This design comes from an exercise in tuning for small area on the open sky130 flow, not from production work. Function not checked in this run: the RTL went through the layout flow alone. Power and IR drop assume default switching activity.

**design/flow/run.sh**
```bash
#!/bin/bash
# synth_recipe.tcl (not shown) runs the flow's synth.tcl, then flattens the netlist and writes it again
# the make line also repeats each setting of config.mk as NAME=value (left out here)
make -C /OpenROAD-flow-scripts/flow DESIGN_CONFIG=/design/flow/config.mk WORK_HOME=/design/flow/orfs CLKGATE_MAP_FILE= SYNTH_SCRIPT=/design/flow/synth_recipe.tcl finish
```
**design/flow/config.mk**
```make
export PLATFORM = sky130hd
export DESIGN_NAME = LCDDisplay
export DESIGN_NICKNAME = LCDDisplay
export VERILOG_FILES = /design/flow/design.v
export SDC_FILE = /design/flow/constraint.sdc
export NUM_CORES = 4
export LEC_CHECK = 0
export CAP_MARGIN = 20
export CORE_MARGIN = 2
export CORE_UTILIZATION = 40
export SLEW_MARGIN = 20
```
**design/flow/constraint.sdc**
```tcl
create_clock -name core_clock -period 10.0 [get_ports {Clk}]
set_input_delay 2.0000 -clock core_clock [delete_from_list [all_inputs] [get_ports {Clk}]]
set_output_delay 2.0000 -clock core_clock [all_outputs]
set_load 0.01 [all_outputs]
```
**design/flow/design.v**
```verilog
`timescale 1ns / 1ns
module Bin2BCD(Binary, BCD);
   input [9:0] Binary;
	output reg [15:0] BCD;
	reg [25:0] Temp;
   integer i;
	always @(Binary) begin
	   Temp = {16'h0000, Binary};
		for(i=0; i<9; i=i+1) begin
  	      Temp = Temp << 1;
			if(Temp[13:10] > 4) Temp[13:10] = Temp[13:10] + 3;
			if(Temp[17:14] > 4) Temp[17:14] = Temp[17:14] + 3;
			if(Temp[21:18] > 4) Temp[21:18] = Temp[21:18] + 3;
			if(Temp[25:22] > 4) Temp[25:22] = Temp[25:22] + 3;
		end
	   Temp = Temp << 1;
		BCD <= Temp[25:10];
	end
endmodule
`timescale 1ns/1ns
module LCDCntrl(Rst, Clk, Go, Display, DataValue, Command, Clear, Write, Busy, Ready);
   input Rst, Clk;
   input Go, Busy, Ready;
   input [8*16:1] Display;
   output reg [7:0] DataValue;
   output reg Command, Clear, Write;
	reg [4:0] CharsDisplayed;
   parameter S_Init0 = 0,
             S_Init1 = 1,
             S_PosInit = 2,
             S_PosWait = 3,
             S_PosAck = 4,
             S_PosDone = 5,
             S_StrInit = 6,
             S_StrWait = 7,
             S_StrAck = 8,
             S_StrIter = 9,
             S_Wait = 14;
   parameter C8_0 = 0;
   reg [3:0] State;
	reg [8*16:1] DisplayInt;
   always @ (posedge Clk) begin
      if( Rst == 1 ) begin
         DataValue <= 0;
         Clear <= 0;
         Command <= 0;
         Write <= 0;
         DisplayInt <= 0;
         CharsDisplayed <= 0;
         State <= S_Init0;
      end
      else begin
         DataValue <= 0;
         Clear <= 0;
         Command <= 0;
         Write <= 0;
         case( State )
            S_Init0: begin
               DisplayInt <= 0;
               CharsDisplayed <= 0;
               if( Busy == 0 ) State <= S_Init0;
               else State <= S_Init1;
            end
            S_Init1: begin
               if( Busy == 1 ) State <= S_Init1;
               else State <= S_PosInit;
            end
            S_PosInit: begin
               DataValue <= 8'b10000000;
               Command <= 1;
               Write <= 1;
               DisplayInt <= Display;
               State <= S_PosWait;
            end
            S_PosWait: begin
               DataValue <= 8'b10000000;
               Command <= 1;
               Write <= 1;
               if( Busy == 0 ) State <= S_PosWait;
               else State <= S_PosAck;
            end
            S_PosAck: begin
               DataValue <= 8'b10000000;
               Command <= 1;
               Write <= 1;
               if( Busy == 1 ) State <= S_PosAck;
               else State <= S_PosDone;
            end
            S_PosDone: begin
               Write <= 0;
               if( Ready == 0 ) begin
  					   CharsDisplayed <= 0;
                  State <= S_PosDone;
					end	
               else begin
                  State <= S_StrInit;
					end
            end
            S_StrInit: begin
		         DataValue <= DisplayInt[8*16:8*15+1];
               Command <= 0;
               Write <= 1;
               State <= S_StrWait;
            end
            S_StrWait: begin
               DataValue <= DisplayInt[8*16:8*15+1];
               Command <= 0;
               Write <= 1;
               if( Busy == 0 ) State <= S_StrWait;
               else State <= S_StrAck;
            end
            S_StrAck: begin
               DataValue <= DisplayInt[8*16:8*15+1];
               Command <= 0;
               Write <= 1;
               if( Busy == 1 ) State <= S_StrAck;
               else State <= S_StrIter;
            end
            S_StrIter: begin
               Write <= 0;
               if( Ready == 0 ) State <= S_StrIter;
               else begin
					   if( CharsDisplayed == 15 ) begin
						   State <= S_Wait;
						end
						else begin
						   CharsDisplayed <= CharsDisplayed + 1;
							DisplayInt <= DisplayInt << 8;
							State <= S_StrInit;
						end
					end
            end
            S_Wait: begin
				   if( Go == 1 ) State <= S_PosInit;
					else State <= S_Wait;
				end
        endcase
      end
   end
endmodule
`timescale 1ns/1ns
module LCDDriver(Rst, Clk, DataValue, Command, Clear, Write, Busy, Ready, LCD_Data, LCD_E, LCD_RS, LCD_RW);
   input Rst, Clk;
   input [7:0] DataValue;
   input Command, Clear, Write;
   output Busy, Ready;
   reg Busy, Ready;
   output reg [11:8] LCD_Data;
   output reg LCD_E, LCD_RS, LCD_RW;
   parameter INIT_S0    = 0;
   parameter INIT_S1    = 1;
   parameter INIT_S1e   = 41;
   parameter INIT_S2    = 2;
   parameter INIT_S3    = 3;
   parameter INIT_S4    = 4;
   parameter INIT_S5    = 5;
   parameter INIT_S6    = 6;
   parameter INIT_S7    = 7;
   parameter INIT_S7e   = 42;
   parameter INIT_S8    = 8;
   parameter INIT_S9    = 9;
   parameter INIT_S10   = 10;
   parameter INIT_S11   = 11;
   parameter INIT_S12   = 12;
   parameter INIT_S13   = 13;
   parameter INIT_S14   = 14;
   parameter INIT_S15   = 15;
   parameter INIT_S16   = 16;
   parameter INIT_S17   = 17;
   parameter INIT_S18   = 18;
   parameter INIT_S19   = 19;
   parameter INIT_S20   = 20;
   parameter INIT_S21   = 21;
   parameter INIT_S22   = 22;
   parameter INIT_S23   = 23;
   parameter INIT_S24   = 24;
   parameter WAIT       = 25;
   parameter Clear_S0   = 26;
   parameter Clear_S1   = 27;
   parameter Clear_S2   = 28;
   parameter Clear_S3   = 29;
   parameter Clear_S4   = 30;
   parameter WR_CMD_S0  = 31;
   parameter WR_CMD_S1  = 32;
   parameter WR_CMD_S2  = 33;
   parameter WR_CMD_S3  = 34;
   parameter WR_CMD_S4  = 35;
   parameter WR_DATA_S0 = 36;
   parameter WR_DATA_S1 = 37;
   parameter WR_DATA_S2 = 38;
   parameter WR_DATA_S3 = 39;
   parameter WR_DATA_S4 = 40;
   parameter C9_0   = 9'b000000000;
   parameter C9_2   = 9'b000000010;
   parameter C9_3   = 9'b000000011;
   parameter C9_42  = 9'b000101010;
   parameter C9_103 = 9'b001100111;
   parameter C9_200 = 9'b011001000;
   parameter C9_375 = 9'b101110111;
   reg [5:0] State;
   reg [8:0] Counter;
   always @ (posedge Clk) begin
      if( Rst == 1 ) begin
         Counter <= 0;
         State <= INIT_S0;
         Busy <= 0;
         Ready <= 0;
         LCD_E <= 0;
         LCD_RS <= 0;
         LCD_RW <= 0;
         LCD_Data <= 4'b0000;
      end
      else begin
         Busy <= 0;
         LCD_E <= 0;
         LCD_RS <= 0;
         LCD_RW <= 0;
         LCD_Data <= 4'b0000;
         Ready <= 0;
         case( State )
            INIT_S0: begin
               Busy <= 1;
               State <= INIT_S1;
            end
            INIT_S1: begin
               Counter <= C9_0;
               Busy <= 1;
               LCD_Data <= 4'b0011;
               State <= INIT_S1e;
            end
            INIT_S1e: begin
               Counter <= C9_0;
               Busy <= 1;
               LCD_Data <= 4'b0011;
               LCD_E <= 1;
               State <= INIT_S2;
            end
            INIT_S2: begin
               Busy <= 1;
               LCD_Data <= 4'b0011;
               LCD_E <= 0;
	            State <= INIT_S3;
            end
            INIT_S3: begin
               Counter <= C9_0;
               Busy <= 1;
               LCD_Data <= 4'b0011;
               LCD_E <= 1;
               State <= INIT_S4;
            end
            INIT_S4: begin
               Busy <= 1;
               LCD_E <= 0;
               LCD_Data <= 4'b0011;
               State <= INIT_S5;
            end
            INIT_S5: begin
               Busy <= 1;
               Counter <= C9_0;
               LCD_Data <= 4'b0011;
               LCD_E <= 1;
               State <= INIT_S6;
            end
            INIT_S6: begin
               Busy <= 1;
               LCD_Data <= 4'b0011;
               LCD_E <= 0;
               State <= INIT_S7;
            end
            INIT_S7: begin
               Counter <= C9_0;
               Busy <= 1;
               LCD_Data <= 4'b0010;
               State <= INIT_S7e;
            end
            INIT_S7e: begin
               Counter <= C9_0;
               Busy <= 1;
               LCD_Data <= 4'b0010;
               LCD_E <= 1;
               State <= INIT_S8;
            end
            INIT_S8: begin
               Busy <= 1;
               LCD_Data <= 4'b0010;
               LCD_E <= 0;
               State <= INIT_S9;
            end
            INIT_S9: begin
               Counter <= C9_0;
               Busy <= 1;
               LCD_Data <= 4'b0010;
               LCD_E <= 1;
               State <= INIT_S10;
            end
            INIT_S10: begin
               Busy <= 1;
               LCD_E <= 0;
               State <= INIT_S11;
            end
            INIT_S11: begin
               Busy <= 1;
               LCD_Data <= 4'b1000;
               LCD_E <= 1;
               State <= INIT_S12;
            end
            INIT_S12: begin
               Busy <= 1;
               LCD_E <= 0;
               State <= INIT_S13;
            end
            INIT_S13: begin
               Busy <= 1;
               LCD_Data <= 4'b0000;
               LCD_E <= 1;
               State <= INIT_S14;
            end
            INIT_S14: begin
               Busy <= 1;
               LCD_E <= 0;
               State <= INIT_S15;
            end
            INIT_S15: begin
               Busy <= 1;
               LCD_Data <= 4'b0110;
               LCD_E <= 1;
               State <= INIT_S16;
            end
            INIT_S16: begin
               Busy <= 1;
               LCD_E <= 0;
               State <= INIT_S17;
            end
            INIT_S17: begin
               Busy <= 1;
               LCD_Data <= 4'b0000;
               LCD_E <= 1;
               State <= INIT_S18;
            end
            INIT_S18: begin
               Busy <= 1;
               LCD_E <= 0;
               State <= INIT_S19;
            end
            INIT_S19: begin
               Busy <= 1;
               LCD_Data <= 4'b1100;
               LCD_E <= 1;
               State <= INIT_S20;
            end
            INIT_S20: begin
               Busy <= 1;
               LCD_E <= 0;
               State <= INIT_S21;
            end
            INIT_S21: begin
               Busy <= 1;
               LCD_Data <= 4'b0000;
               LCD_E <= 1;
               State <= INIT_S22;
            end
            INIT_S22: begin
               Busy <= 1;
               LCD_E <= 0;
               State <= INIT_S23;
            end
            INIT_S23: begin
               Counter <= C9_0;
               Busy <= 1;
               LCD_Data <= 4'b0001;
               LCD_E <= 1;
               State <= INIT_S24;
            end
            INIT_S24: begin
               Busy <= 1;
               LCD_E <= 0;
               if( Counter == C9_42 ) begin
                  State <= WAIT;
               end
               else begin
                  Counter <= Counter + 1;
                  State <= INIT_S24;
               end
            end
            WAIT: begin
               Busy <= 0;
               Ready <= 1;
               if( Clear == 1 ) begin
                  State <= Clear_S0;
               end
               else if( Command == 1 && Write == 1) begin
                  State <= WR_CMD_S0;
               end
               else if( Command == 0 && Write == 1) begin
                  State <= WR_DATA_S0;
               end
               else begin
                  State <= WAIT;
               end
            end
            Clear_S0: begin
               Busy <= 1;
               LCD_Data <= 4'b0000;
               LCD_E <= 1;
               State <= Clear_S1;
            end
            Clear_S1: begin
               Busy <= 1;
               LCD_E <= 0;
               State <= Clear_S2;
            end
            Clear_S2: begin
               Counter <= C9_0;
               Busy <= 1;
               LCD_Data <= 4'b0001;
               LCD_E <= 1;
               State <= Clear_S3;
            end
            Clear_S3: begin
               Busy <= 1;
               LCD_E <= 0;
               if( Counter == C9_42 ) begin
                  State <= Clear_S4;
               end
               else begin
                  Counter <= Counter + 1;
                  State <= Clear_S3;
               end
            end
            Clear_S4: begin
               Busy <= 0;
               if( Clear == 1 ) begin
                  State <= Clear_S4;
               end
               else begin
                  State <= WAIT;
               end
            end
            WR_CMD_S0: begin
               Busy <= 1;
               LCD_Data <= DataValue[7:4];
               LCD_RS <= 0;
               LCD_RW <= 0;
               LCD_E <= 1;
               State <= WR_CMD_S1;
            end
            WR_CMD_S1: begin
               Busy <= 1;
               LCD_E <= 0;
               State <= WR_CMD_S2;
            end
            WR_CMD_S2: begin
               Busy <= 1;
               LCD_Data <= DataValue[3:0];
               LCD_RS <= 0;
               LCD_RW <= 0;
               LCD_E <= 1;
               State <= WR_CMD_S3;
            end
            WR_CMD_S3: begin
               Busy <= 1;
               LCD_E <= 0;
               State <= WR_CMD_S4;
            end
            WR_CMD_S4: begin
               Busy <= 0;
               if( Write == 1 ) begin
                  State <= WR_CMD_S4;
               end
               else begin
                  State <= WAIT;
               end					
            end
            WR_DATA_S0: begin
               Busy <= 1;
               LCD_Data <= DataValue[7:4];
               LCD_RS <= 1;
               LCD_RW <= 0;
               LCD_E <= 1;
               State <= WR_DATA_S1;
            end
            WR_DATA_S1: begin
               Busy <= 1;
               LCD_RS <= 1;
               LCD_E <= 0;
               State <= WR_DATA_S2;
            end
            WR_DATA_S2: begin
               Busy <= 1;
               LCD_Data <= DataValue[3:0];
               LCD_RS <= 1;
               LCD_RW <= 0;
               LCD_E <= 1;
               State <= WR_DATA_S3;
            end
            WR_DATA_S3: begin
               Busy <= 1;
               LCD_RS <= 1;
               LCD_E <= 0;
               State <= WR_DATA_S4;
            end
            WR_DATA_S4: begin
               Busy <= 0;
               if( Write == 1 ) begin
                  State <= WR_DATA_S4;
               end
               else begin
                  State <= WAIT;
               end					
            end
         endcase
      end
   end
endmodule
`timescale 1ns / 1ns
module LcdInterface(Rst, Clk, Go, Display, LCD_Data, LCD_E, LCD_RS, LCD_RW);
   input Clk, Rst;
	input Go;
   input [8*16:1] Display;
   output [11:8] LCD_Data;
   output LCD_E, LCD_RS, LCD_RW;
   wire LCD_Clk;
   wire [7:0] DataValue;
   wire Command, Clear, Write, Busy, Ready;
   LCDCntrl LCDCntrl_0 (Rst, Clk, Go, Display, DataValue, Command, Clear, Write, Busy, Ready);
   LCDDriver LCDDriver_0 (Rst, Clk, DataValue, Command, Clear, Write, Busy, Ready, LCD_Data, LCD_E, LCD_RS, LCD_RW);
endmodule
`timescale 1ns / 1ns
module LCDDisplay(Clk, Rst, Cheat, Slow, Wait, ReactionTime, LCDUpdate, LCDAck, LCD_Data, LCD_E, LCD_RS, LCD_RW);
   input Clk, Rst;
	input Cheat, Slow, Wait;
   input [9:0] ReactionTime;
	input LCDUpdate;
   output reg LCDAck;
   output [11:8] LCD_Data;
   output LCD_E, LCD_RS, LCD_RW;
   parameter InitString =     "Reaction Timer  ";
   parameter CheatString =    "No Cheating!    ";
   parameter SlowString =     "Too Slow!       ";
   parameter WaitString =     "Wait for LEDs...";
   parameter ReactionString = "0.000 s         ";
   parameter S_Init = 0, 
	          S_Wait = 1, 
				 S_Reaction = 2, 
				 S_LCDAck = 3,
	          S_Cheat = 4,
				 S_Slow = 5,
				 S_WaitString = 6;
   reg [8*16:1] Display;
	wire [15:0] BCD;
   reg [3:0] State;
	reg GO;
   LcdInterface LcdInterface_0 (Rst, Clk, GO, Display, LCD_Data, LCD_E, LCD_RS, LCD_RW);
	Bin2BCD Bin2BCD_0 (ReactionTime, BCD);
   always @(posedge Clk) begin
      if( Rst == 1 ) begin
         State <= S_Init;
			LCDAck <= 0;
			GO <= 0;
		   Display <= InitString;
      end
      else begin
			LCDAck <= 0;
         case( State )
            S_Init: begin
				   Display <= InitString;
					GO <= 1;
					State <= S_Wait;
            end
            S_Wait: begin
					GO <= 0;
					if (Cheat == 1 && LCDUpdate == 1) begin
                  State <= S_Cheat;
					end
					else if (Slow == 1 && LCDUpdate == 1) begin
                  State <= S_Slow;
					end
					else if (Wait == 1 && LCDUpdate == 1) begin
                  State <= S_WaitString;
					end
					else if (LCDUpdate == 1) begin
                  State <= S_Reaction;
					end
					else begin
					   State <= S_Wait;
					end
            end
            S_Cheat: begin
					GO <= 1;
				   Display <= CheatString;
               State <= S_LCDAck;
            end
            S_Slow: begin
					GO <= 1;
				   Display <= SlowString;
               State <= S_LCDAck;
            end
            S_WaitString: begin
					GO <= 1;
				   Display <= WaitString;
               State <= S_LCDAck;
            end
            S_Reaction: begin
					GO <= 1;
				   Display <= ReactionString;
               Display[112:105] <= 8'h30 + BCD[11:8];
               Display[104:97]  <= 8'h30 + BCD[7:4];
               Display[96:89]   <= 8'h30 + BCD[3:0];
               State <= S_LCDAck;
            end
            S_LCDAck: begin
				   LCDAck <= 1;
				   if (LCDUpdate == 1) begin
                  State <= S_LCDAck;
					end
					else begin
					   State <= S_Wait;
					end
            end
         endcase
      end
   end
endmodule
```
==> notes.md <==
tightest hold or removal path, delay by kind of cell (launching register included):
family	cells	cell delay [ns]
DFF	1	0.31
and+or+nand+nor	2	0.09
per-layer routing:
metal / vias to the layer above / wire (µm) / share of wire / global-route usage
met3: 39 / 954 / 0.039 / 0.0356
li1: 4533 / - / - / -
met1: 4203 / 11600 / 0.48 / 0.265
met2: 219 / 11100 / 0.46 / 0.298
met5: - / 0 / 0 / 0
met4: 0 / 510 / 0.021 / 0.0553
layout make-up:
class | count | share of cell area
Inverter | 36 | 0.0128
Tap cell | 324 | 0.0383
Clock buffer | 21 | 0.0426
Clock inverter | 10 | 0.00734
Multi-Input combinational cell | 973 | 0.528
Timing Repair Buffer | 38 | 0.0320
Sequential cell | 179 | 0.339
worst paths after layout:
| check | end | slack, ns | depth (start not counted) |
|---|---|---|---|
| worst max-delay path | Display[91]$_SDFFE_PP1P_ | 2.62 | 22 |
| worst min register to register | Display[94]$_SDFFE_PP1P_ | 0.44 | 2 |
| worst min-delay path | Display[94]$_SDFFE_PP1P_ | 0.44 | 2 |
| worst max register to register | LcdInterface_0.LCDDriver_0.Counter[4]$_SDFFE_PP0P_ | 6.83 | 6 |
flip-flops by register name, indices dropped and copies added (netlist names):
name / cells
LcdInterface_0.LCDDriver_0.State: 6
LcdInterface_0.LCDCntrl_0.Command: 1
LcdInterface_0.LCDCntrl_0.DataValue: 8
GO: 1
Display: 33
LCDAck: 1
LcdInterface_0.LCDCntrl_0.State: 4
LcdInterface_0.LCDDriver_0.LCD_RS: 1
LcdInterface_0.LCDDriver_0.Busy: 1
LcdInterface_0.LCDCntrl_0.CharsDisplayed: 5
LcdInterface_0.LCDDriver_0.LCD_Data: 4
State: 3
LcdInterface_0.LCDDriver_0.Counter: 9
LcdInterface_0.LCDCntrl_0.Write: 1
LcdInterface_0.LCDDriver_0.LCD_E: 1
LcdInterface_0.LCDCntrl_0.DisplayInt: 99
LcdInterface_0.LCDDriver_0.Ready: 1
synth_stat cells (all sizes together), types with 5 or more instances:
library cell / instances / area (µm²)
o21a: 5 / 37.5
a31oi: 14 / 87.6
a211oi: 23 / 173
o22ai: 12 / 75.1
clkbuf: 80 / 302
o21ai: 89 / 460
nor3: 104 / 526
o211ai: 6 / 63.8
xor2: 11 / 104
a21oi: 152 / 761
and2: 12 / 77.6
nor2b: 13 / 81.3
buf: 32 / 203
inv: 33 / 124
nor2: 196 / 759
a22oi: 8 / 60.1
nor4: 10 / 68.8
nand4: 7 / 43.8
and3: 12 / 80.1
xnor2: 9 / 86.3
a21boi: 7 / 56.3
mux2: 5 / 60.1
nand3: 36 / 180
a221oi: 5 / 61.3
or2: 8 / 50.1
nand2b: 7 / 43.8
nand2: 104 / 390
ha: 20 / 250
o31ai: 12 / 123
dfxtp: 179 / 3580
logic make-up after synthesis:
kind of cell | share of synthesized area
simple gates | 0.249
compound gates | 0.264
flops | 0.366
buf+inv | 0.0653
fa+ha+maj | 0.0255
xor+xnor | 0.0194
mux | 0.0102
other cells | 0.000383
stage by stage:
stage                     std cells  cell area (µm²)  hold WS (ns)
after CTS                      1581            10600         0.442
after floorplan                1300             9800         0.418
final                          1581            10600         0.440
after global placement         1550            10000         0.430
after detailed placement       1550            10000         0.434
after global routing           1581            10600         0.467
where the power goes:
group | internal (µW) | switching, µW | leakage (µW) | total, µW
Sequential | 854 | 94.2 | 0.00147 | 948
Clock | 326 | 281 | 0.000260 | 606
Combinational | 340 | 625 | 0.00217 | 964
==> notes.md <==
# TYPE chip_impl_metric gauge
chip_impl_info{name="outcome",value="timing/DRC/antenna clean"} 1
chip_impl_metric{name="cts_buffers",unit=""} 17
chip_impl_metric{name="drt-total-wl",unit="µm"} 24200
chip_impl_metric{name="max_slew_margin",unit=""} 0.288
chip_impl_metric{name="firstDrtPassIters",unit=""} 5
chip_impl_metric{name="dieArea",unit="µm²"} 25800
chip_impl_metric{name="fmax",unit="GHz"} 0.136
chip_impl_metric{name="std_cell_rows",unit=""} 57
chip_impl_metric{name="post-route-drc-count",unit=""} 0
chip_impl_metric{name="vias",unit=""} 8994
chip_impl_metric{name="clock_tree.htree_level_count",unit=""} 4
chip_impl_metric{name="layout-area-overhead-vs-synth",unit="%"} 7.92
chip_impl_metric{name="top_level_ports",unit=""} 24
chip_impl_metric{name="groute.usage.overall",unit=""} 0.190
chip_impl_metric{name="layout.filler_cells",unit=""} 2460
chip_impl_metric{name="netlist_instances",unit=""} 1300
chip_impl_metric{name="drive_gt1_frac",unit=""} 0.0716
chip_impl_metric{name="crit_path_max_incr_delay",unit="ns"} 0.66
chip_impl_metric{name="area_of_the_placeable_core",unit="µm²"} 24200
chip_impl_info{name="tritoncts",value="built"} 1
chip_impl_metric{name="finalHoldViolations",unit=""} 0
chip_impl_metric{name="syn_area",unit="µm²"} 9800
chip_impl_info{name="critical_path.most_common_cell",value="sky130_fd_sc_hd__ha_1"} 1
chip_impl_metric{name="gr-total-overflow",unit=""} 0
chip_impl_metric{name="synth.lib_cells_used.distinct",unit=""} 98
chip_impl_metric{name="port_buffers",unit=""} 22
chip_impl_metric{name="seqCellArea",unit="µm²"} 3580
chip_impl_metric{name="min_period_over_period",unit=""} 0.738
chip_impl_info{name="setup.worst_path.end_class",value="register"} 1
chip_impl_metric{name="synth.net_count",unit=""} 1336
chip_impl_metric{name="clk_pin_slew",unit="ns"} 0.07
chip_impl_metric{name="vias_in_the_first_global_route",unit=""} 8182
chip_impl_metric{name="route.detailed.wl_per_inst",unit="µm"} 15.3
chip_impl_metric{name="leakagePower",unit="µW"} 0.00389
chip_impl_metric{name="insertion_delay",unit="ns"} 0.43
chip_impl_info{name="rsz0062_at_grt",value="no"} 1
chip_impl_info{name="cp-startpoint",value="ReactionTime[7]"} 1
chip_impl_metric{name="layout_setup_ws",unit="ns"} 2.62
chip_impl_metric{name="grt_first_pass_wirelength",unit="µm"} 41100
chip_impl_metric{name="power.density",unit="nW/µm²"} 238
chip_impl_info{name="hp-start",value="Display[94]$_SDFFE_PP1P_"} 1
chip_impl_metric{name="final_antenna_net_count",unit=""} 0
chip_impl_metric{name="vdd_ir_drop_max",unit="µV"} 115
chip_impl_metric{name="max_slew.worst_pin.slew",unit="ns"} 1.07
chip_impl_metric{name="cts_repair_resize_count",unit=""} 0
chip_impl_metric{name="drv_slew",unit=""} 0
chip_impl_metric{name="num-nets-final",unit=""} 1281
chip_impl_metric{name="clock_tree.buffer_depth",unit=""} 2
chip_impl_info{name="layout_commonest_cell",value="sky130_fd_sc_hd__nor2_1"} 1
chip_impl_info{name="crit_slowest_cell",value="sky130_fd_sc_hd__clkdlybuf4s50_1"} 1
chip_impl_metric{name="drt_iter0_markers",unit=""} 1169
chip_impl_metric{name="synth_sequential_area_ratio",unit=""} 0.366
chip_impl_info{name="root_buffer",value="sky130_fd_sc_hd__clkbuf_16"} 1
chip_impl_metric{name="cp_data_required_time",unit="ns"} 10.35
chip_impl_metric{name="combined_area_of_the_multi_input_logic_cells",unit="µm²"} 5580
chip_impl_metric{name="post_cts_hold_buffer_count",unit=""} 0
chip_impl_metric{name="largest_net_degree_at_the_start_of_global_routing",unit=""} 98
chip_impl_metric{name="utilization",unit=""} 0.437
chip_impl_metric{name="period_minus_slack",unit="ns"} 7.38
chip_impl_metric{name="setup_viol",unit=""} 0
chip_impl_info{name="cp_launch_type",value="primary input"} 1
chip_impl_info{name="crit_path_cell_trace",value="clkdlybuf4s50_1 -> inv_1 -> ha_1 -> inv_1 -> ha_1 -> xor2_2 -> o311ai_1 -> a21oi_1 -> o31a_1 -> xnor2_1 -> a221oi_1 -> ha_1 -> and2_1 -> o21ai_0 -> a21oi_1 -> nor3_1 -> xnor2_1 -> ha_1 -> inv_1 -> a21boi_2 -> mux2_2 -> a22oi_1"} 1
chip_impl_metric{name="cts_num_sinks",unit=""} 179
chip_impl_metric{name="viasPerCell",unit=""} 5.69
chip_impl_info{name="worst_r2r_startpoint",value="LcdInterface_0.LCDDriver_0.State[4]$_SDFFE_PP0P_"} 1
chip_impl_metric{name="gpl.final_weighted_congestion",unit=""} 0.887
chip_impl_metric{name="edff_count_synth",unit=""} 0
chip_impl_metric{name="chipWidth",unit="µm"} 160
chip_impl_metric{name="avgSynthCellArea",unit="µm²"} 7.54
chip_impl_metric{name="ys_ff_latch",unit=""} 179
chip_impl_metric{name="worst-endpoint-arrival",unit="ns"} 7.73
chip_impl_metric{name="timing.critical_path.fanout_max",unit=""} 11
chip_impl_info{name="ys_dominant_reg_cell",value="sky130_fd_sc_hd__dfxtp_1"} 1
chip_impl_metric{name="cp.buffers_inverters",unit=""} 4
chip_impl_info{name="worstHoldPathType",value="reg2reg"} 1
chip_impl_metric{name="fin_total_pwr",unit="µW"} 2520
chip_impl_metric{name="initial_utilization",unit=""} 0.405
chip_impl_metric{name="postSynth.asyncResetShare",unit=""} 0
chip_impl_metric{name="place_hpwl",unit="µm"} 15600
chip_impl_metric{name="yosys_warnings",unit=""} 4
chip_impl_metric{name="place_worst_setup_slack",unit="ns"} 2.23
chip_impl_metric{name="max-cap-violations",unit=""} 0
chip_impl_metric{name="tns",unit="ns"} 0
chip_impl_metric{name="clock-skew-final",unit="ns"} 0.00780
chip_impl_info{name="cp_top_family",value="compound AO/OA/AOI/OAI gates"} 1
chip_impl_metric{name="cts.repair_timing.setup_buffer_count",unit=""} 0
chip_impl_metric{name="die_height",unit="µm"} 160
chip_impl_metric{name="antenna_cells",unit=""} 0
chip_impl_metric{name="antenna_found_initial",unit=""} 0
chip_impl_info{name="timing_worst_setup_path_type",value="in2reg"} 1
chip_impl_info{name="most-common-layout-cells",value="sky130_fd_sc_hd__nor2_1, sky130_fd_sc_hd__dfxtp_1, sky130_fd_sc_hd__a21oi_1, sky130_fd_sc_hd__nor3_1, sky130_fd_sc_hd__nand2_1"} 1

[separate check: timing with driven ports]
Ports are ideal in the flow. The routed layout listed here was re-timed in OpenROAD. Step 1 assumes that a clkbuf_16 drives the clock port and a buf_2 every other input. Step 2 moves the port delays by t, midway between the first and last clock arrival at a register: inputs arrive t later, outputs are due t later. That takes back most of the time a late clock gives input paths. Three values: ideal ports, drivers, drivers and shift; two values: the first two.
t, ns: 0.472
slack for setup (ns): 2.622 / 2.643 / 2.171
worst data-port slew with drivers (ns): 0.04
pins driven straight from the clock port: 1
After both steps this run still meets setup and hold. For this run, drivers alone change the setup slack by +0.021 ns; drivers and shift together by -0.451 ns.
